Background: an optimization exercise with open tools, aiming at small area and few clock cycles per item. Do not read the settings as production practice. For this run, only the layout was checked, not whether the RTL still works.

--- flow/config.mk ---
export PLATFORM = sky130hd
export DESIGN_NAME = MyDesign
export DESIGN_NICKNAME = MyDesign
export VERILOG_FILES = /design/flow/design.v
export SDC_FILE = /design/flow/constraint.sdc
export NUM_CORES = 4
export LEC_CHECK = 0
export CAP_MARGIN = 20
export CORE_MARGIN = 2
export CORE_UTILIZATION = 40
export SLEW_MARGIN = 20
--- flow/run.sh ---
#!/bin/bash
# synth_recipe.tcl (not shown) runs the flow's synth.tcl, then flattens the netlist and writes it again
# the make line also repeats each setting of config.mk as NAME=value (left out here)
make -C /OpenROAD-flow-scripts/flow DESIGN_CONFIG=/design/flow/config.mk WORK_HOME=/design/flow/orfs CLKGATE_MAP_FILE= SYNTH_SCRIPT=/design/flow/synth_recipe.tcl finish
--- flow/design.v ---
module MyDesign (dut_run, dut_busy, reset_b, clk, dut_sram_write_address,
		 dut_sram_write_data, dut_sram_write_enable,
		 dut_sram_read_address,	sram_dut_read_data,
		 dut_wmem_read_address, wmem_dut_read_data);
input clk;
input signed [15:0] sram_dut_read_data, wmem_dut_read_data;
input dut_run, reset_b;
output signed [15:0] dut_sram_write_data;
output [11:0] dut_sram_write_address;
output dut_sram_write_enable;
output [11:0] dut_sram_read_address, dut_wmem_read_address;
output dut_busy;
localparam [2:0] IDLE = 3'd0, HDR = 3'd1, SZ = 3'd2, PR = 3'd3, RUN = 3'd4;
reg [2:0] st;
reg [11:0] xa, wa, xb, oa;
reg [6:0] col;           
reg [7:0] row;           
reg [4:0] s8;            
reg [1:0] ph;            
reg x4, x8, w4, w8;      
reg lc, we, first_c;
reg [1:0] ph_c;
reg [21:0] acc;
wire [21:0] acc_next;
wire [15:0] X = sram_dut_read_data;
wire [15:0] Wd = wmem_dut_read_data;
wire ix4 = (st == PR) ? X[2] : x4;
wire ix8 = (st == PR) ? X[3] : x8;
wire iw4 = (st == PR) ? Wd[2] : w4;
wire iw8 = (st == PR) ? Wd[3] : w8;
wire ib8 = ix8 | iw8;
wire ib4 = ~ib8 & (ix4 | iw4);
wire ixn = ib8 ? ~ix8 : (ib4 & ~ix4);   
wire iwn = ib8 ? ~iw8 : (ib4 & ~iw4);
wire ir4 = ib8 & ((~ix4 & ~ix8) | (~iw4 & ~iw8));  
wire nlast = ~(ixn | iwn) | (ir4 ? (ph == 2'd3) : ph[0]);
wire [6:0] lh = ib8 ? 7'd1 : ib4 ? 7'd2 : 7'd4;    
wire row_end = (col == lh);
wire layer_end = row_end & (row == 8'd1);
wire stepping = (st == PR) | (st == RUN);
wire is_end = &X[7:0];
always @(posedge clk) begin
	if (!reset_b) begin
		st <= IDLE;
		xa <= 12'd0;
		wa <= 12'd0;
		lc <= 1'b0;
		we <= 1'b0;
	end else begin
		lc <= stepping & row_end;
		we <= lc;
		case (st)
		IDLE: if (dut_run) begin
			st <= SZ;
			xa <= xa + 12'd1;
			wa <= wa + 12'd1;
		end
		HDR: begin
			st <= SZ;
			xa <= xa + 12'd1;
			wa <= wa + 12'd1;
		end
		SZ: if (is_end) begin
			st <= IDLE;
			xa <= 12'd0;
			wa <= 12'd0;
		end else begin
			st <= PR;
			xa <= xa + 12'd1;
			wa <= wa + 12'd1;
		end
		default: begin  
			st <= layer_end ? HDR : RUN;
			if (row_end & ~layer_end)
				xa <= xb;
			else if (~ixn | nlast)
				xa <= xa + 12'd1;
			if (~iwn | nlast)
				wa <= wa + 12'd1;
		end
		endcase
	end
end
always @(posedge clk) begin
	if (st == SZ) begin
		s8 <= X[7:3];
		row <= X[7:0];
		col <= X[7:1];
	end else begin
		if (row_end) begin
			col <= {s8, 2'b00};
			row <= row - 8'd1;
		end else
			col <= col - lh;
	end
	if (st == SZ)
		xb <= xa + 12'd1;
	if (st == PR) begin
		x4 <= X[2];
		x8 <= X[3];
		w4 <= Wd[2];
		w8 <= Wd[3];
	end
	ph <= stepping ? ph + 2'd1 : 2'd0;
	ph_c <= ph;
	first_c <= lc | (st == PR);
	oa <= (st == IDLE) ? 12'd0 : oa + {11'd0, we};
	acc <= acc_next;
end
wire m8 = x8 | w8;
wire m4 = ~m8 & (x4 | w4);
wire m2 = ~m8 & ~m4;
wire [21:0] acc_in = first_c ? 22'd0 : acc;
reg [15:0] xo, wo;
integer l, n;
always @(*) begin
	xo = 16'd0;
	wo = 16'd0;
	if (m8) begin
		for (l = 0; l < 2; l = l + 1) begin
			if (x8) xo[8*l +: 8] = X[8*l +: 8];
			else if (x4) begin n = 2*ph_c[0] + l; xo[8*l +: 8] = {{4{X[4*n+3]}}, X[4*n +: 4]}; end
			else begin n = 2*ph_c + l; xo[8*l +: 8] = {{6{X[2*n+1]}}, X[2*n +: 2]}; end
			if (w8) wo[8*l +: 8] = Wd[8*l +: 8];
			else if (w4) begin n = 2*ph_c[0] + l; wo[8*l +: 8] = {{4{Wd[4*n+3]}}, Wd[4*n +: 4]}; end
			else begin n = 2*ph_c + l; wo[8*l +: 8] = {{6{Wd[2*n+1]}}, Wd[2*n +: 2]}; end
		end
	end else if (m4) begin
		for (l = 0; l < 4; l = l + 1) begin
			if (x4) xo[4*l +: 4] = X[4*l +: 4];
			else begin n = 4*ph_c[0] + l; xo[4*l +: 4] = {{2{X[2*n+1]}}, X[2*n +: 2]}; end
			if (w4) wo[4*(2*(l/2) + 1 - (l%2)) +: 4] = Wd[4*l +: 4];
			else begin n = 4*ph_c[0] + l; wo[4*(2*(l/2) + 1 - (l%2)) +: 4] = {{2{Wd[2*n+1]}}, Wd[2*n +: 2]}; end
		end
	end else begin
		for (l = 0; l < 8; l = l + 1) begin
			xo[2*l +: 2] = X[2*l +: 2];
			wo[2*(4*(l/4) + 3 - (l%4)) +: 2] = Wd[2*l +: 2];
		end
	end
end
  wire mo_82 = m8 | m2;
  wire mo_42 = m4 | m2;
  wire mo_84 = m8 | m4;
  wire pp_0_0_0 = (xo[0] & wo[0]) & m8;
  wire pp_0_0_1 = (xo[0] & wo[1]) & m8;
  wire pp_0_0_2 = (xo[0] & wo[2]) & m8;
  wire pp_0_0_3 = (xo[0] & wo[3]) & m8;
  wire pp_0_0_4 = (xo[0] & wo[4]) & mo_84;
  wire pp_0_0_5 = (xo[0] & wo[5]) & mo_84;
  wire pp_0_0_6 = (xo[0] & wo[6]);
  wire pp_0_0_7 = ~(xo[0] & wo[7]);
  wire pp_0_1_0 = (xo[1] & wo[0]) & m8;
  wire pp_0_1_1 = (xo[1] & wo[1]) & m8;
  wire pp_0_1_2 = (xo[1] & wo[2]) & m8;
  wire pp_0_1_3 = (xo[1] & wo[3]) & m8;
  wire pp_0_1_4 = (xo[1] & wo[4]) & mo_84;
  wire pp_0_1_5 = (xo[1] & wo[5]) & mo_84;
  wire pp_0_1_6 = (xo[1] & wo[6]) ? mo_84 : m2;
  wire pp_0_1_7 = (xo[1] & wo[7]) ? m2 : mo_84;
  wire pp_0_2_0 = (xo[2] & wo[0]) & m8;
  wire pp_0_2_1 = (xo[2] & wo[1]) & m8;
  wire pp_0_2_2 = (xo[2] & wo[2]) & m8;
  wire pp_0_2_3 = (xo[2] & wo[3]) & m8;
  wire pp_0_2_4 = (xo[2] & wo[4]);
  wire pp_0_2_5 = (xo[2] & wo[5]) ? mo_84 : m2;
  wire pp_0_2_6 = (xo[2] & wo[6]) & mo_84;
  wire pp_0_2_7 = ~(xo[2] & wo[7]) & mo_84;
  wire pp_0_3_0 = (xo[3] & wo[0]) & m8;
  wire pp_0_3_1 = (xo[3] & wo[1]) & m8;
  wire pp_0_3_2 = (xo[3] & wo[2]) & m8;
  wire pp_0_3_3 = (xo[3] & wo[3]) & m8;
  wire pp_0_3_4 = (xo[3] & wo[4]) ? m8 : mo_42;
  wire pp_0_3_5 = (xo[3] & wo[5]) ? mo_82 : m4;
  wire pp_0_3_6 = (xo[3] & wo[6]) ? m8 : m4;
  wire pp_0_3_7 = (xo[3] & wo[7]) ? m4 : m8;
  wire pp_0_4_0 = (xo[4] & wo[0]) & mo_84;
  wire pp_0_4_1 = (xo[4] & wo[1]) & mo_84;
  wire pp_0_4_2 = (xo[4] & wo[2]);
  wire pp_0_4_3 = (xo[4] & wo[3]) ? m8 : mo_42;
  wire pp_0_4_4 = (xo[4] & wo[4]) & m8;
  wire pp_0_4_5 = (xo[4] & wo[5]) & m8;
  wire pp_0_4_6 = (xo[4] & wo[6]) & m8;
  wire pp_0_4_7 = ~(xo[4] & wo[7]) & m8;
  wire pp_0_5_0 = (xo[5] & wo[0]) & mo_84;
  wire pp_0_5_1 = (xo[5] & wo[1]) & mo_84;
  wire pp_0_5_2 = (xo[5] & wo[2]) ? mo_84 : m2;
  wire pp_0_5_3 = (xo[5] & wo[3]) ? mo_82 : m4;
  wire pp_0_5_4 = (xo[5] & wo[4]) & m8;
  wire pp_0_5_5 = (xo[5] & wo[5]) & m8;
  wire pp_0_5_6 = (xo[5] & wo[6]) & m8;
  wire pp_0_5_7 = ~(xo[5] & wo[7]) & m8;
  wire pp_0_6_0 = (xo[6] & wo[0]);
  wire pp_0_6_1 = (xo[6] & wo[1]) ? mo_84 : m2;
  wire pp_0_6_2 = (xo[6] & wo[2]) & mo_84;
  wire pp_0_6_3 = (xo[6] & wo[3]) ? m8 : m4;
  wire pp_0_6_4 = (xo[6] & wo[4]) & m8;
  wire pp_0_6_5 = (xo[6] & wo[5]) & m8;
  wire pp_0_6_6 = (xo[6] & wo[6]) & m8;
  wire pp_0_6_7 = ~(xo[6] & wo[7]) & m8;
  wire pp_0_7_0 = ~(xo[7] & wo[0]);
  wire pp_0_7_1 = (xo[7] & wo[1]) ? m2 : mo_84;
  wire pp_0_7_2 = ~(xo[7] & wo[2]) & mo_84;
  wire pp_0_7_3 = (xo[7] & wo[3]) ? m4 : m8;
  wire pp_0_7_4 = ~(xo[7] & wo[4]) & m8;
  wire pp_0_7_5 = ~(xo[7] & wo[5]) & m8;
  wire pp_0_7_6 = ~(xo[7] & wo[6]) & m8;
  wire pp_0_7_7 = (xo[7] & wo[7]) & m8;
  wire pp_1_0_0 = (xo[8] & wo[8]) & m8;
  wire pp_1_0_1 = (xo[8] & wo[9]) & m8;
  wire pp_1_0_2 = (xo[8] & wo[10]) & m8;
  wire pp_1_0_3 = (xo[8] & wo[11]) & m8;
  wire pp_1_0_4 = (xo[8] & wo[12]) & mo_84;
  wire pp_1_0_5 = (xo[8] & wo[13]) & mo_84;
  wire pp_1_0_6 = (xo[8] & wo[14]);
  wire pp_1_0_7 = ~(xo[8] & wo[15]);
  wire pp_1_1_0 = (xo[9] & wo[8]) & m8;
  wire pp_1_1_1 = (xo[9] & wo[9]) & m8;
  wire pp_1_1_2 = (xo[9] & wo[10]) & m8;
  wire pp_1_1_3 = (xo[9] & wo[11]) & m8;
  wire pp_1_1_4 = (xo[9] & wo[12]) & mo_84;
  wire pp_1_1_5 = (xo[9] & wo[13]) & mo_84;
  wire pp_1_1_6 = (xo[9] & wo[14]) ? mo_84 : m2;
  wire pp_1_1_7 = (xo[9] & wo[15]) ? m2 : mo_84;
  wire pp_1_2_0 = (xo[10] & wo[8]) & m8;
  wire pp_1_2_1 = (xo[10] & wo[9]) & m8;
  wire pp_1_2_2 = (xo[10] & wo[10]) & m8;
  wire pp_1_2_3 = (xo[10] & wo[11]) & m8;
  wire pp_1_2_4 = (xo[10] & wo[12]);
  wire pp_1_2_5 = (xo[10] & wo[13]) ? mo_84 : m2;
  wire pp_1_2_6 = (xo[10] & wo[14]) & mo_84;
  wire pp_1_2_7 = ~(xo[10] & wo[15]) & mo_84;
  wire pp_1_3_0 = (xo[11] & wo[8]) & m8;
  wire pp_1_3_1 = (xo[11] & wo[9]) & m8;
  wire pp_1_3_2 = (xo[11] & wo[10]) & m8;
  wire pp_1_3_3 = (xo[11] & wo[11]) & m8;
  wire pp_1_3_4 = (xo[11] & wo[12]) ? m8 : mo_42;
  wire pp_1_3_5 = (xo[11] & wo[13]) ? mo_82 : m4;
  wire pp_1_3_6 = (xo[11] & wo[14]) ? m8 : m4;
  wire pp_1_3_7 = (xo[11] & wo[15]) ? m4 : m8;
  wire pp_1_4_0 = (xo[12] & wo[8]) & mo_84;
  wire pp_1_4_1 = (xo[12] & wo[9]) & mo_84;
  wire pp_1_4_2 = (xo[12] & wo[10]);
  wire pp_1_4_3 = (xo[12] & wo[11]) ? m8 : mo_42;
  wire pp_1_4_4 = (xo[12] & wo[12]) & m8;
  wire pp_1_4_5 = (xo[12] & wo[13]) & m8;
  wire pp_1_4_6 = (xo[12] & wo[14]) & m8;
  wire pp_1_4_7 = ~(xo[12] & wo[15]) & m8;
  wire pp_1_5_0 = (xo[13] & wo[8]) & mo_84;
  wire pp_1_5_1 = (xo[13] & wo[9]) & mo_84;
  wire pp_1_5_2 = (xo[13] & wo[10]) ? mo_84 : m2;
  wire pp_1_5_3 = (xo[13] & wo[11]) ? mo_82 : m4;
  wire pp_1_5_4 = (xo[13] & wo[12]) & m8;
  wire pp_1_5_5 = (xo[13] & wo[13]) & m8;
  wire pp_1_5_6 = (xo[13] & wo[14]) & m8;
  wire pp_1_5_7 = ~(xo[13] & wo[15]) & m8;
  wire pp_1_6_0 = (xo[14] & wo[8]);
  wire pp_1_6_1 = (xo[14] & wo[9]) ? mo_84 : m2;
  wire pp_1_6_2 = (xo[14] & wo[10]) & mo_84;
  wire pp_1_6_3 = (xo[14] & wo[11]) ? m8 : m4;
  wire pp_1_6_4 = (xo[14] & wo[12]) & m8;
  wire pp_1_6_5 = (xo[14] & wo[13]) & m8;
  wire pp_1_6_6 = (xo[14] & wo[14]) & m8;
  wire pp_1_6_7 = ~(xo[14] & wo[15]) & m8;
  wire pp_1_7_0 = ~(xo[15] & wo[8]);
  wire pp_1_7_1 = (xo[15] & wo[9]) ? m2 : mo_84;
  wire pp_1_7_2 = ~(xo[15] & wo[10]) & mo_84;
  wire pp_1_7_3 = (xo[15] & wo[11]) ? m4 : m8;
  wire pp_1_7_4 = ~(xo[15] & wo[12]) & m8;
  wire pp_1_7_5 = ~(xo[15] & wo[13]) & m8;
  wire pp_1_7_6 = ~(xo[15] & wo[14]) & m8;
  wire pp_1_7_7 = (xo[15] & wo[15]) & m8;
  wire k_9 = m8;
  wire k_10 = m4;
  wire k_11 = m2;
  wire k_12 = m2;
  wire k_13 = mo_42;
  wire k_14 = mo_42;
  wire k_15 = mo_42;
  wire k_16 = 1'b1;
  wire k_17 = 1'b1;
  wire k_18 = 1'b1;
  wire k_19 = 1'b1;
  wire k_20 = 1'b1;
  wire k_21 = 1'b1;
  wire t1 = pp_0_0_6 ^ pp_0_1_5 ^ pp_0_2_4;
  wire t2 = (pp_0_0_6 & pp_0_1_5) | (pp_0_0_6 & pp_0_2_4) | (pp_0_1_5 & pp_0_2_4);
  wire t3 = pp_0_0_7 ^ pp_0_1_6 ^ pp_0_2_5;
  wire t4 = (pp_0_0_7 & pp_0_1_6) | (pp_0_0_7 & pp_0_2_5) | (pp_0_1_6 & pp_0_2_5);
  wire t5 = pp_0_3_4 ^ pp_0_4_3 ^ pp_0_5_2;
  wire t6 = (pp_0_3_4 & pp_0_4_3) | (pp_0_3_4 & pp_0_5_2) | (pp_0_4_3 & pp_0_5_2);
  wire t7 = pp_0_6_1 ^ pp_0_7_0;
  wire t8 = pp_0_6_1 & pp_0_7_0;
  wire t9 = pp_0_1_7 ^ pp_0_2_6 ^ pp_0_3_5;
  wire t10 = (pp_0_1_7 & pp_0_2_6) | (pp_0_1_7 & pp_0_3_5) | (pp_0_2_6 & pp_0_3_5);
  wire t11 = pp_0_4_4 ^ pp_0_5_3 ^ pp_0_6_2;
  wire t12 = (pp_0_4_4 & pp_0_5_3) | (pp_0_4_4 & pp_0_6_2) | (pp_0_5_3 & pp_0_6_2);
  wire t13 = pp_0_7_1 ^ pp_1_1_7;
  wire t14 = pp_0_7_1 & pp_1_1_7;
  wire t15 = pp_0_2_7 ^ pp_0_3_6 ^ pp_0_4_5;
  wire t16 = (pp_0_2_7 & pp_0_3_6) | (pp_0_2_7 & pp_0_4_5) | (pp_0_3_6 & pp_0_4_5);
  wire t17 = pp_0_5_4 ^ pp_0_6_3 ^ pp_0_7_2;
  wire t18 = (pp_0_5_4 & pp_0_6_3) | (pp_0_5_4 & pp_0_7_2) | (pp_0_6_3 & pp_0_7_2);
  wire t19 = pp_0_3_7 ^ pp_0_4_6;
  wire t20 = pp_0_3_7 & pp_0_4_6;
  wire t21 = pp_0_0_4 ^ pp_0_1_3 ^ pp_0_2_2;
  wire t22 = (pp_0_0_4 & pp_0_1_3) | (pp_0_0_4 & pp_0_2_2) | (pp_0_1_3 & pp_0_2_2);
  wire t23 = pp_0_0_5 ^ pp_0_1_4 ^ pp_0_2_3;
  wire t24 = (pp_0_0_5 & pp_0_1_4) | (pp_0_0_5 & pp_0_2_3) | (pp_0_1_4 & pp_0_2_3);
  wire t25 = pp_0_3_2 ^ pp_0_4_1 ^ pp_0_5_0;
  wire t26 = (pp_0_3_2 & pp_0_4_1) | (pp_0_3_2 & pp_0_5_0) | (pp_0_4_1 & pp_0_5_0);
  wire t27 = pp_1_0_5 ^ pp_1_1_4;
  wire t28 = pp_1_0_5 & pp_1_1_4;
  wire t29 = pp_0_3_3 ^ pp_0_4_2 ^ pp_0_5_1;
  wire t30 = (pp_0_3_3 & pp_0_4_2) | (pp_0_3_3 & pp_0_5_1) | (pp_0_4_2 & pp_0_5_1);
  wire t31 = pp_0_6_0 ^ pp_1_0_6 ^ pp_1_1_5;
  wire t32 = (pp_0_6_0 & pp_1_0_6) | (pp_0_6_0 & pp_1_1_5) | (pp_1_0_6 & pp_1_1_5);
  wire t33 = pp_1_2_4 ^ pp_1_3_3 ^ pp_1_4_2;
  wire t34 = (pp_1_2_4 & pp_1_3_3) | (pp_1_2_4 & pp_1_4_2) | (pp_1_3_3 & pp_1_4_2);
  wire t35 = pp_1_5_1 ^ pp_1_6_0;
  wire t36 = pp_1_5_1 & pp_1_6_0;
  wire t37 = pp_1_0_7 ^ pp_1_1_6 ^ pp_1_2_5;
  wire t38 = (pp_1_0_7 & pp_1_1_6) | (pp_1_0_7 & pp_1_2_5) | (pp_1_1_6 & pp_1_2_5);
  wire t39 = pp_1_3_4 ^ pp_1_4_3 ^ pp_1_5_2;
  wire t40 = (pp_1_3_4 & pp_1_4_3) | (pp_1_3_4 & pp_1_5_2) | (pp_1_4_3 & pp_1_5_2);
  wire t41 = pp_1_6_1 ^ pp_1_7_0 ^ acc_in[7];
  wire t42 = (pp_1_6_1 & pp_1_7_0) | (pp_1_6_1 & acc_in[7]) | (pp_1_7_0 & acc_in[7]);
  wire t43 = t2 ^ t3 ^ t5;
  wire t44 = (t2 & t3) | (t2 & t5) | (t3 & t5);
  wire t45 = pp_1_2_6 ^ pp_1_3_5 ^ pp_1_4_4;
  wire t46 = (pp_1_2_6 & pp_1_3_5) | (pp_1_2_6 & pp_1_4_4) | (pp_1_3_5 & pp_1_4_4);
  wire t47 = pp_1_5_3 ^ pp_1_6_2 ^ pp_1_7_1;
  wire t48 = (pp_1_5_3 & pp_1_6_2) | (pp_1_5_3 & pp_1_7_1) | (pp_1_6_2 & pp_1_7_1);
  wire t49 = acc_in[8] ^ t4 ^ t6;
  wire t50 = (acc_in[8] & t4) | (acc_in[8] & t6) | (t4 & t6);
  wire t51 = t8 ^ t9 ^ t11;
  wire t52 = (t8 & t9) | (t8 & t11) | (t9 & t11);
  wire t53 = pp_1_2_7 ^ pp_1_3_6 ^ pp_1_4_5;
  wire t54 = (pp_1_2_7 & pp_1_3_6) | (pp_1_2_7 & pp_1_4_5) | (pp_1_3_6 & pp_1_4_5);
  wire t55 = pp_1_5_4 ^ pp_1_6_3 ^ pp_1_7_2;
  wire t56 = (pp_1_5_4 & pp_1_6_3) | (pp_1_5_4 & pp_1_7_2) | (pp_1_6_3 & pp_1_7_2);
  wire t57 = k_9 ^ acc_in[9] ^ t10;
  wire t58 = (k_9 & acc_in[9]) | (k_9 & t10) | (acc_in[9] & t10);
  wire t59 = t12 ^ t14 ^ t15;
  wire t60 = (t12 & t14) | (t12 & t15) | (t14 & t15);
  wire t61 = pp_0_5_5 ^ pp_0_6_4 ^ pp_0_7_3;
  wire t62 = (pp_0_5_5 & pp_0_6_4) | (pp_0_5_5 & pp_0_7_3) | (pp_0_6_4 & pp_0_7_3);
  wire t63 = pp_1_3_7 ^ pp_1_4_6 ^ pp_1_5_5;
  wire t64 = (pp_1_3_7 & pp_1_4_6) | (pp_1_3_7 & pp_1_5_5) | (pp_1_4_6 & pp_1_5_5);
  wire t65 = pp_1_6_4 ^ pp_1_7_3 ^ k_10;
  wire t66 = (pp_1_6_4 & pp_1_7_3) | (pp_1_6_4 & k_10) | (pp_1_7_3 & k_10);
  wire t67 = acc_in[10] ^ t16 ^ t18;
  wire t68 = (acc_in[10] & t16) | (acc_in[10] & t18) | (t16 & t18);
  wire t69 = pp_0_4_7 ^ pp_0_5_6 ^ pp_0_6_5;
  wire t70 = (pp_0_4_7 & pp_0_5_6) | (pp_0_4_7 & pp_0_6_5) | (pp_0_5_6 & pp_0_6_5);
  wire t71 = pp_0_7_4 ^ pp_1_4_7 ^ pp_1_5_6;
  wire t72 = (pp_0_7_4 & pp_1_4_7) | (pp_0_7_4 & pp_1_5_6) | (pp_1_4_7 & pp_1_5_6);
  wire t73 = pp_1_6_5 ^ pp_1_7_4 ^ k_11;
  wire t74 = (pp_1_6_5 & pp_1_7_4) | (pp_1_6_5 & k_11) | (pp_1_7_4 & k_11);
  wire t75 = pp_0_5_7 ^ pp_0_6_6 ^ pp_0_7_5;
  wire t76 = (pp_0_5_7 & pp_0_6_6) | (pp_0_5_7 & pp_0_7_5) | (pp_0_6_6 & pp_0_7_5);
  wire t77 = pp_0_0_2 ^ pp_0_1_1;
  wire t78 = pp_0_0_2 & pp_0_1_1;
  wire t79 = pp_0_0_3 ^ pp_0_1_2 ^ pp_0_2_1;
  wire t80 = (pp_0_0_3 & pp_0_1_2) | (pp_0_0_3 & pp_0_2_1) | (pp_0_1_2 & pp_0_2_1);
  wire t81 = pp_0_3_0 ^ pp_1_0_3 ^ pp_1_1_2;
  wire t82 = (pp_0_3_0 & pp_1_0_3) | (pp_0_3_0 & pp_1_1_2) | (pp_1_0_3 & pp_1_1_2);
  wire t83 = pp_0_3_1 ^ pp_0_4_0 ^ pp_1_0_4;
  wire t84 = (pp_0_3_1 & pp_0_4_0) | (pp_0_3_1 & pp_1_0_4) | (pp_0_4_0 & pp_1_0_4);
  wire t85 = pp_1_1_3 ^ pp_1_2_2 ^ pp_1_3_1;
  wire t86 = (pp_1_1_3 & pp_1_2_2) | (pp_1_1_3 & pp_1_3_1) | (pp_1_2_2 & pp_1_3_1);
  wire t87 = pp_1_4_0 ^ acc_in[4];
  wire t88 = pp_1_4_0 & acc_in[4];
  wire t89 = pp_1_2_3 ^ pp_1_3_2 ^ pp_1_4_1;
  wire t90 = (pp_1_2_3 & pp_1_3_2) | (pp_1_2_3 & pp_1_4_1) | (pp_1_3_2 & pp_1_4_1);
  wire t91 = pp_1_5_0 ^ acc_in[5] ^ t22;
  wire t92 = (pp_1_5_0 & acc_in[5]) | (pp_1_5_0 & t22) | (acc_in[5] & t22);
  wire t93 = t23 ^ t25 ^ t27;
  wire t94 = (t23 & t25) | (t23 & t27) | (t25 & t27);
  wire t95 = acc_in[6] ^ t1 ^ t24;
  wire t96 = (acc_in[6] & t1) | (acc_in[6] & t24) | (t1 & t24);
  wire t97 = t26 ^ t28 ^ t29;
  wire t98 = (t26 & t28) | (t26 & t29) | (t28 & t29);
  wire t99 = t31 ^ t33 ^ t35;
  wire t100 = (t31 & t33) | (t31 & t35) | (t33 & t35);
  wire t101 = t7 ^ t30 ^ t32;
  wire t102 = (t7 & t30) | (t7 & t32) | (t30 & t32);
  wire t103 = t34 ^ t36 ^ t37;
  wire t104 = (t34 & t36) | (t34 & t37) | (t36 & t37);
  wire t105 = t39 ^ t41 ^ t43;
  wire t106 = (t39 & t41) | (t39 & t43) | (t41 & t43);
  wire t107 = t13 ^ t38 ^ t40;
  wire t108 = (t13 & t38) | (t13 & t40) | (t38 & t40);
  wire t109 = t42 ^ t44 ^ t45;
  wire t110 = (t42 & t44) | (t42 & t45) | (t44 & t45);
  wire t111 = t47 ^ t49 ^ t51;
  wire t112 = (t47 & t49) | (t47 & t51) | (t49 & t51);
  wire t113 = t17 ^ t46 ^ t48;
  wire t114 = (t17 & t46) | (t17 & t48) | (t46 & t48);
  wire t115 = t50 ^ t52 ^ t53;
  wire t116 = (t50 & t52) | (t50 & t53) | (t52 & t53);
  wire t117 = t55 ^ t57 ^ t59;
  wire t118 = (t55 & t57) | (t55 & t59) | (t57 & t59);
  wire t119 = t19 ^ t54 ^ t56;
  wire t120 = (t19 & t54) | (t19 & t56) | (t54 & t56);
  wire t121 = t58 ^ t60 ^ t61;
  wire t122 = (t58 & t60) | (t58 & t61) | (t60 & t61);
  wire t123 = t63 ^ t65 ^ t67;
  wire t124 = (t63 & t65) | (t63 & t67) | (t65 & t67);
  wire t125 = acc_in[11] ^ t20 ^ t62;
  wire t126 = (acc_in[11] & t20) | (acc_in[11] & t62) | (t20 & t62);
  wire t127 = t64 ^ t66 ^ t68;
  wire t128 = (t64 & t66) | (t64 & t68) | (t66 & t68);
  wire t129 = t69 ^ t71 ^ t73;
  wire t130 = (t69 & t71) | (t69 & t73) | (t71 & t73);
  wire t131 = pp_1_5_7 ^ pp_1_6_6 ^ pp_1_7_5;
  wire t132 = (pp_1_5_7 & pp_1_6_6) | (pp_1_5_7 & pp_1_7_5) | (pp_1_6_6 & pp_1_7_5);
  wire t133 = k_12 ^ acc_in[12] ^ t70;
  wire t134 = (k_12 & acc_in[12]) | (k_12 & t70) | (acc_in[12] & t70);
  wire t135 = t72 ^ t74 ^ t75;
  wire t136 = (t72 & t74) | (t72 & t75) | (t74 & t75);
  wire t137 = pp_0_6_7 ^ pp_0_7_6 ^ pp_1_6_7;
  wire t138 = (pp_0_6_7 & pp_0_7_6) | (pp_0_6_7 & pp_1_6_7) | (pp_0_7_6 & pp_1_6_7);
  wire t139 = pp_1_7_6 ^ k_13 ^ acc_in[13];
  wire t140 = (pp_1_7_6 & k_13) | (pp_1_7_6 & acc_in[13]) | (k_13 & acc_in[13]);
  wire t141 = pp_0_0_1 ^ pp_0_1_0;
  wire t142 = pp_0_0_1 & pp_0_1_0;
  wire t143 = pp_0_2_0 ^ pp_1_0_2 ^ pp_1_1_1;
  wire t144 = (pp_0_2_0 & pp_1_0_2) | (pp_0_2_0 & pp_1_1_1) | (pp_1_0_2 & pp_1_1_1);
  wire t145 = pp_1_2_0 ^ acc_in[2];
  wire t146 = pp_1_2_0 & acc_in[2];
  wire t147 = pp_1_2_1 ^ pp_1_3_0 ^ acc_in[3];
  wire t148 = (pp_1_2_1 & pp_1_3_0) | (pp_1_2_1 & acc_in[3]) | (pp_1_3_0 & acc_in[3]);
  wire t149 = t78 ^ t79 ^ t81;
  wire t150 = (t78 & t79) | (t78 & t81) | (t79 & t81);
  wire t151 = t21 ^ t80 ^ t82;
  wire t152 = (t21 & t80) | (t21 & t82) | (t80 & t82);
  wire t153 = t83 ^ t85 ^ t87;
  wire t154 = (t83 & t85) | (t83 & t87) | (t85 & t87);
  wire t155 = t84 ^ t86 ^ t88;
  wire t156 = (t84 & t86) | (t84 & t88) | (t86 & t88);
  wire t157 = t89 ^ t91 ^ t93;
  wire t158 = (t89 & t91) | (t89 & t93) | (t91 & t93);
  wire t159 = t90 ^ t92 ^ t94;
  wire t160 = (t90 & t92) | (t90 & t94) | (t92 & t94);
  wire t161 = t95 ^ t97 ^ t99;
  wire t162 = (t95 & t97) | (t95 & t99) | (t97 & t99);
  wire t163 = t96 ^ t98 ^ t100;
  wire t164 = (t96 & t98) | (t96 & t100) | (t98 & t100);
  wire t165 = t101 ^ t103 ^ t105;
  wire t166 = (t101 & t103) | (t101 & t105) | (t103 & t105);
  wire t167 = t102 ^ t104 ^ t106;
  wire t168 = (t102 & t104) | (t102 & t106) | (t104 & t106);
  wire t169 = t107 ^ t109 ^ t111;
  wire t170 = (t107 & t109) | (t107 & t111) | (t109 & t111);
  wire t171 = t108 ^ t110 ^ t112;
  wire t172 = (t108 & t110) | (t108 & t112) | (t110 & t112);
  wire t173 = t113 ^ t115 ^ t117;
  wire t174 = (t113 & t115) | (t113 & t117) | (t115 & t117);
  wire t175 = t114 ^ t116 ^ t118;
  wire t176 = (t114 & t116) | (t114 & t118) | (t116 & t118);
  wire t177 = t119 ^ t121 ^ t123;
  wire t178 = (t119 & t121) | (t119 & t123) | (t121 & t123);
  wire t179 = t120 ^ t122 ^ t124;
  wire t180 = (t120 & t122) | (t120 & t124) | (t122 & t124);
  wire t181 = t125 ^ t127 ^ t129;
  wire t182 = (t125 & t127) | (t125 & t129) | (t127 & t129);
  wire t183 = t126 ^ t128 ^ t130;
  wire t184 = (t126 & t128) | (t126 & t130) | (t128 & t130);
  wire t185 = t131 ^ t133 ^ t135;
  wire t186 = (t131 & t133) | (t131 & t135) | (t133 & t135);
  wire t187 = t76 ^ t132 ^ t134;
  wire t188 = (t76 & t132) | (t76 & t134) | (t132 & t134);
  wire t189 = t136 ^ t137 ^ t139;
  wire t190 = (t136 & t137) | (t136 & t139) | (t137 & t139);
  wire t191 = pp_0_7_7 ^ pp_1_7_7 ^ k_14;
  wire t192 = (pp_0_7_7 & pp_1_7_7) | (pp_0_7_7 & k_14) | (pp_1_7_7 & k_14);
  wire t193 = acc_in[14] ^ t138 ^ t140;
  wire t194 = (acc_in[14] & t138) | (acc_in[14] & t140) | (t138 & t140);
  wire t195 = pp_1_0_1 ^ pp_1_1_0;
  wire t196 = pp_1_0_1 & pp_1_1_0;
  wire t197 = t77 ^ t142 ^ t143;
  wire t198 = (t77 & t142) | (t77 & t143) | (t142 & t143);
  wire t199 = t144 ^ t146 ^ t147;
  wire t200 = (t144 & t146) | (t144 & t147) | (t146 & t147);
  wire t201 = t148 ^ t150 ^ t151;
  wire t202 = (t148 & t150) | (t148 & t151) | (t150 & t151);
  wire t203 = t152 ^ t154 ^ t155;
  wire t204 = (t152 & t154) | (t152 & t155) | (t154 & t155);
  wire t205 = t156 ^ t158 ^ t159;
  wire t206 = (t156 & t158) | (t156 & t159) | (t158 & t159);
  wire t207 = t160 ^ t162 ^ t163;
  wire t208 = (t160 & t162) | (t160 & t163) | (t162 & t163);
  wire t209 = t164 ^ t166 ^ t167;
  wire t210 = (t164 & t166) | (t164 & t167) | (t166 & t167);
  wire t211 = t168 ^ t170 ^ t171;
  wire t212 = (t168 & t170) | (t168 & t171) | (t170 & t171);
  wire t213 = t172 ^ t174 ^ t175;
  wire t214 = (t172 & t174) | (t172 & t175) | (t174 & t175);
  wire t215 = t176 ^ t178 ^ t179;
  wire t216 = (t176 & t178) | (t176 & t179) | (t178 & t179);
  wire t217 = t180 ^ t182 ^ t183;
  wire t218 = (t180 & t182) | (t180 & t183) | (t182 & t183);
  wire t219 = t184 ^ t186 ^ t187;
  wire t220 = (t184 & t186) | (t184 & t187) | (t186 & t187);
  wire t221 = t188 ^ t190 ^ t191;
  wire t222 = (t188 & t190) | (t188 & t191) | (t190 & t191);
  wire t223 = k_15 ^ acc_in[15] ^ t192;
  wire t224 = (k_15 & acc_in[15]) | (k_15 & t192) | (acc_in[15] & t192);
  wire t225 = pp_0_0_0 ^ pp_1_0_0;
  wire t226 = pp_0_0_0 & pp_1_0_0;
  wire t227 = acc_in[1] ^ t141 ^ t195;
  wire t228 = (acc_in[1] & t141) | (acc_in[1] & t195) | (t141 & t195);
  wire t229 = t145 ^ t196 ^ t197;
  wire t230 = (t145 & t196) | (t145 & t197) | (t196 & t197);
  wire t231 = t149 ^ t198 ^ t199;
  wire t232 = (t149 & t198) | (t149 & t199) | (t198 & t199);
  wire t233 = t153 ^ t200 ^ t201;
  wire t234 = (t153 & t200) | (t153 & t201) | (t200 & t201);
  wire t235 = t157 ^ t202 ^ t203;
  wire t236 = (t157 & t202) | (t157 & t203) | (t202 & t203);
  wire t237 = t161 ^ t204 ^ t205;
  wire t238 = (t161 & t204) | (t161 & t205) | (t204 & t205);
  wire t239 = t165 ^ t206 ^ t207;
  wire t240 = (t165 & t206) | (t165 & t207) | (t206 & t207);
  wire t241 = t169 ^ t208 ^ t209;
  wire t242 = (t169 & t208) | (t169 & t209) | (t208 & t209);
  wire t243 = t173 ^ t210 ^ t211;
  wire t244 = (t173 & t210) | (t173 & t211) | (t210 & t211);
  wire t245 = t177 ^ t212 ^ t213;
  wire t246 = (t177 & t212) | (t177 & t213) | (t212 & t213);
  wire t247 = t181 ^ t214 ^ t215;
  wire t248 = (t181 & t214) | (t181 & t215) | (t214 & t215);
  wire t249 = t185 ^ t216 ^ t217;
  wire t250 = (t185 & t216) | (t185 & t217) | (t216 & t217);
  wire t251 = t189 ^ t218 ^ t219;
  wire t252 = (t189 & t218) | (t189 & t219) | (t218 & t219);
  wire t253 = t193 ^ t220 ^ t221;
  wire t254 = (t193 & t220) | (t193 & t221) | (t220 & t221);
  wire t255 = t194 ^ t222 ^ t223;
  wire t256 = (t194 & t222) | (t194 & t223) | (t222 & t223);
  wire t257 = k_16 ^ acc_in[16] ^ t224;
  wire t258 = (k_16 & acc_in[16]) | (k_16 & t224) | (acc_in[16] & t224);
  wire t259 = k_17 ^ acc_in[17];
  wire t260 = k_17 & acc_in[17];
  wire t261 = k_18 ^ acc_in[18];
  wire t262 = k_18 & acc_in[18];
  wire t263 = k_19 ^ acc_in[19];
  wire t264 = k_19 & acc_in[19];
  wire t265 = k_20 ^ acc_in[20];
  wire t266 = k_20 & acc_in[20];
  wire t267 = k_21 ^ acc_in[21];
  wire t268 = k_21 & acc_in[21];
  wire [21:0] row_a = {t266, t264, t262, t260, t258, t256, t254, t252, t250, t248, t246, t244, t242, t240, t238, t236, t234, t232, t230, t228, t226, acc_in[0]};
  wire [21:0] row_b = {t267, t265, t263, t261, t259, t257, t255, t253, t251, t249, t247, t245, t243, t241, t239, t237, t235, t233, t231, t229, t227, t225};
  assign acc_next = row_a + row_b;
assign dut_sram_read_address = xa;
assign dut_wmem_read_address = wa;
assign dut_sram_write_address = oa;
assign dut_sram_write_enable = we;
assign dut_sram_write_data = m8 ? acc[15:0] : m4 ? acc[19:4] : acc[21:6];
assign dut_busy = (st != IDLE);
endmodule
--- flow/constraint.sdc ---
create_clock -name core_clock -period 6.0 [get_ports {clk}]
set_input_delay 1.2000 -clock core_clock [delete_from_list [all_inputs] [get_ports {clk}]]
set_output_delay 1.2000 -clock core_clock [all_outputs]
set_load 0.01 [all_outputs]
==> notes.md <==
Core Box Area 27000 sq um; gr usage total 24.2%; DRC viols 0; ANT nets after route 0; Least-Margin Pin Slew between 0.9 and 1 ns; first-pass GRT wire length 55.2 mm; Placed Cells incl. Taps 1893; SO Viols setup timing; Total Wirelength approximately 34 mm; fin. max-slew vios 0; final setup vio count 14; status finished with violations; Netlist cell types 73; Clk Latency, worst-skew pair 0.36 ns; DP HPWL 26.7 mm; Inserted Diodes 0; Worst Setup End Kind register; Rows 60; Final period util 112%; most common cell after layout, fill and taps aside buf_4; Pre-antenna DRT Iters 6; hold buffers post-CTS 0; Rel. slew slack 38.0%; Clk pin slew, worst setup/hold paths 0.08 ns; layout net count 1793; CP Buf/Inv Count 4; TritonCTS buffer count 9; number of flops mapped to enable cells by yosys 25; number of vias per cell 5.26; min Tclk post-route slightly below 7 ns; fraction of layout instances using a drive strength above 1 between 20% and 30%; post-route cell area 15000 sq um; post-synth net total 1482; Async S/R FF share, synth 0%; cell depth of the worst flop-to-flop path 24; CP Data Arrival Time 7.00 ns; P&R area growth vs syn 36.3%; CTS Buffer Depth 2; CP max FO 5; Reg2Reg Launch Point ph_c[0]$_DFF_P_; Routed WL per cell 17.3 microns; Die X-Extent 170 microns; CP max stage delay 0.54 ns; crit-path most repeated cell fa_1; fill count 2481; Mapped Area roughly 11000 sq um; Critical Path Source sram_dut_read_data[13]; IO Port Bufs 88; CTS tree yes; CP max-delay cell fa_1; Initial Util between 40% and 50%; Final Skew 0.0170 ns; maxcap violations 0; hold path start ph[1]$_SDFF_PN0_; Sink Count roughly 100; Levels on crit path 24; crit-path cells buf_6 -> mux4_2 -> nor2_4 -> nor3b_2 -> a21o_1 -> o21bai_4 -> a21oi_2 -> a31oi_4 -> fa_1 -> inv_2 -> fa_2 -> fa_1 -> fa_2 -> fa_1 -> inv_1 -> fa_1 -> inv_2 -> ha_4 -> a21oi_2 -> nand2_1 -> a41oi_2 -> o221ai_2 -> o41a_1 -> xor2_1; Non-Filler Instances between 1500 and 2000; # IOs 89; Final Hold Vio Count 0; largest net degree at the start of global routing 42; Root Driver clkbuf_16; critical path class input pin to register; worst hold-check path type register to register; hold slack 0.365 ns; Syn Inst Count 1285; 1st-iter DRT viols roughly 770; H-Tree Depth 3; Syn. warnings 1; total die area 28900 sq um; vias in the first global route 10600; Top FF cell, synth dfxtp_1; most frequent cells in the layout 254 x buf_4, 147 x nand2_1, 139 x inv_1; Worst EP required 6.25 ns; Die Y around 170 microns; startpoint type of the worst setup path input pin; initial antenna violation count 0; hold depth 0; Seq/Total Area, Yosys 21.1%; RSZ-0062 raised after global routing true; Mapped Avg Cell Area 8.59 sq um; synthesized flop and latch total 104; Post-Route Utilization 55.6%; Max Fclk 148 MHz; Placer Congestion ~0.97; Crit path max-delay family adder cells; placed inst area roughly 14000 sq um; Worst Setup Slack, final -0.750 ns; remaining global-route overflow 0; via count 10200
[per-layer routing]
layer / vias up / part of all wire, % / GRT usage, % / wire (microns)
met5: - / 0 / 0 / 0
met1: 4953 / 44 / 31.1 / 14700
li1: 4938 / - / - / -
met2: 262 / 49 / 42.4 / 16600
met4: 0 / 2.9 / 7.80 / 984
met3: 65 / 4.1 / 2.88 / 1370
[cell usage after synthesis, types with 16 or more instances]
master    instances  area, sq um
a22oi_1          16          120
nand2b_1         24          150
dfxtp_1          79         1580
xnor2_1          53          464
a21oi_1          72          360
ha_1             43          538
inv_1           147          552
nand2_1         159          597
nor3_1           20          100
nor2_1          103          387
nand3_1          35          175
nor2b_1          19          119
o21ai_0          70          350
fa_1            119         2380
edfxtp_1         25          751
mux2i_1          38          380
clkbuf_1         34          128
a21o_1           20          150
xor2_1           27          236
[worst register-to-register path: cells and delay by family, from the launching register on]
family / cells / cell delay, ns
AOI/OAI and AO/OA: 8 / 1.46
DFF: 1 / 0.53
xor gates and xnor gates: 1 / 0.15
adders and majority gates: 7 / 3.11
buffers and inverters: 4 / 0.44
and+or+nand+nor: 3 / 0.39
muxes: 1 / 0.31
[cell families after synthesis]
group | after synthesis | share of synthesized area, %
buf+inv | 203 | 7.24
simple gates | 426 | 18.2
xor+xnor | 80 | 6.35
fa+ha+maj | 162 | 26.5
compound gates | 261 | 15.3
flops | 104 | 21.1
mux | 49 | 5.28
[final cells by class]
class	instances	area, sq um	share of cell area (%)
Tap cell	341	427	2.84
Sequential cell	104	2330	15.5
Multi-Input combinational cell	978	8500	56.5
Clock buffer	10	229	1.52
Inverter	149	559	3.72
Timing Repair Buffer	354	2930	19.5
Clock inverter	6	62.6	0.416
[registers in the layout, indices dropped and copies added (netlist names), 3 cells and up]
name,count
acc,22
oa,12
wa,12
xa,12
xb,12
row,8
col,7
s8,5
st,3
[timing repair]
item / CTS / global route
setup buffers: 28 / 5
pin swaps: 62 / 22
cloned: 0 / 0
gates resized for setup: 140 / 58
setup endpoints to repair: 15 / 17
[per-stage QoR]
step,TNS [ns],setup slack (ns)
2_1_floorplan,-6.90,-0.763
3_3_place_gp,-19.42,-1.50
3_5_place_dp,-19.94,-1.56
4_1_cts,-7.01,-0.736
5_1_grt,-10.46,-0.994
6_report,-7.15,-0.750
[path summary, 6_finish.rpt]
kind	endpoint	slack [ns]
worst max-delay path	acc[20]$_DFF_P_	-0.75
worst min-delay path	ph_c[1]$_DFF_P_	0.37
worst max register to register	acc[20]$_DFF_P_	-0.51
worst min register to register	ph_c[1]$_DFF_P_	0.37

re-timing with driven ports:
Ports are ideal in the flow. The routed layout listed here was re-timed in OpenROAD. Step 1, drivers: a clkbuf_16 drives clk and a buf_2 each remaining input, both assumed. Step 2 adds t to the input delays and takes it off the output delays; t is the mean of the earliest and latest rising clock arrival at the registers after step 1. Input paths then give back, and output paths get back, about the clock's delay inside the block. Three values: ideal ports, drivers, drivers and shift; two values: the first two.
t (ns): 0.403
setup WS [ns]: -0.750 / -0.733 / -1.137
worst register clock-pin slew, ns: 0.09 / 0.09
The setup slack of this run moves by +0.017 ns with the drivers and by -0.387 ns with both steps.
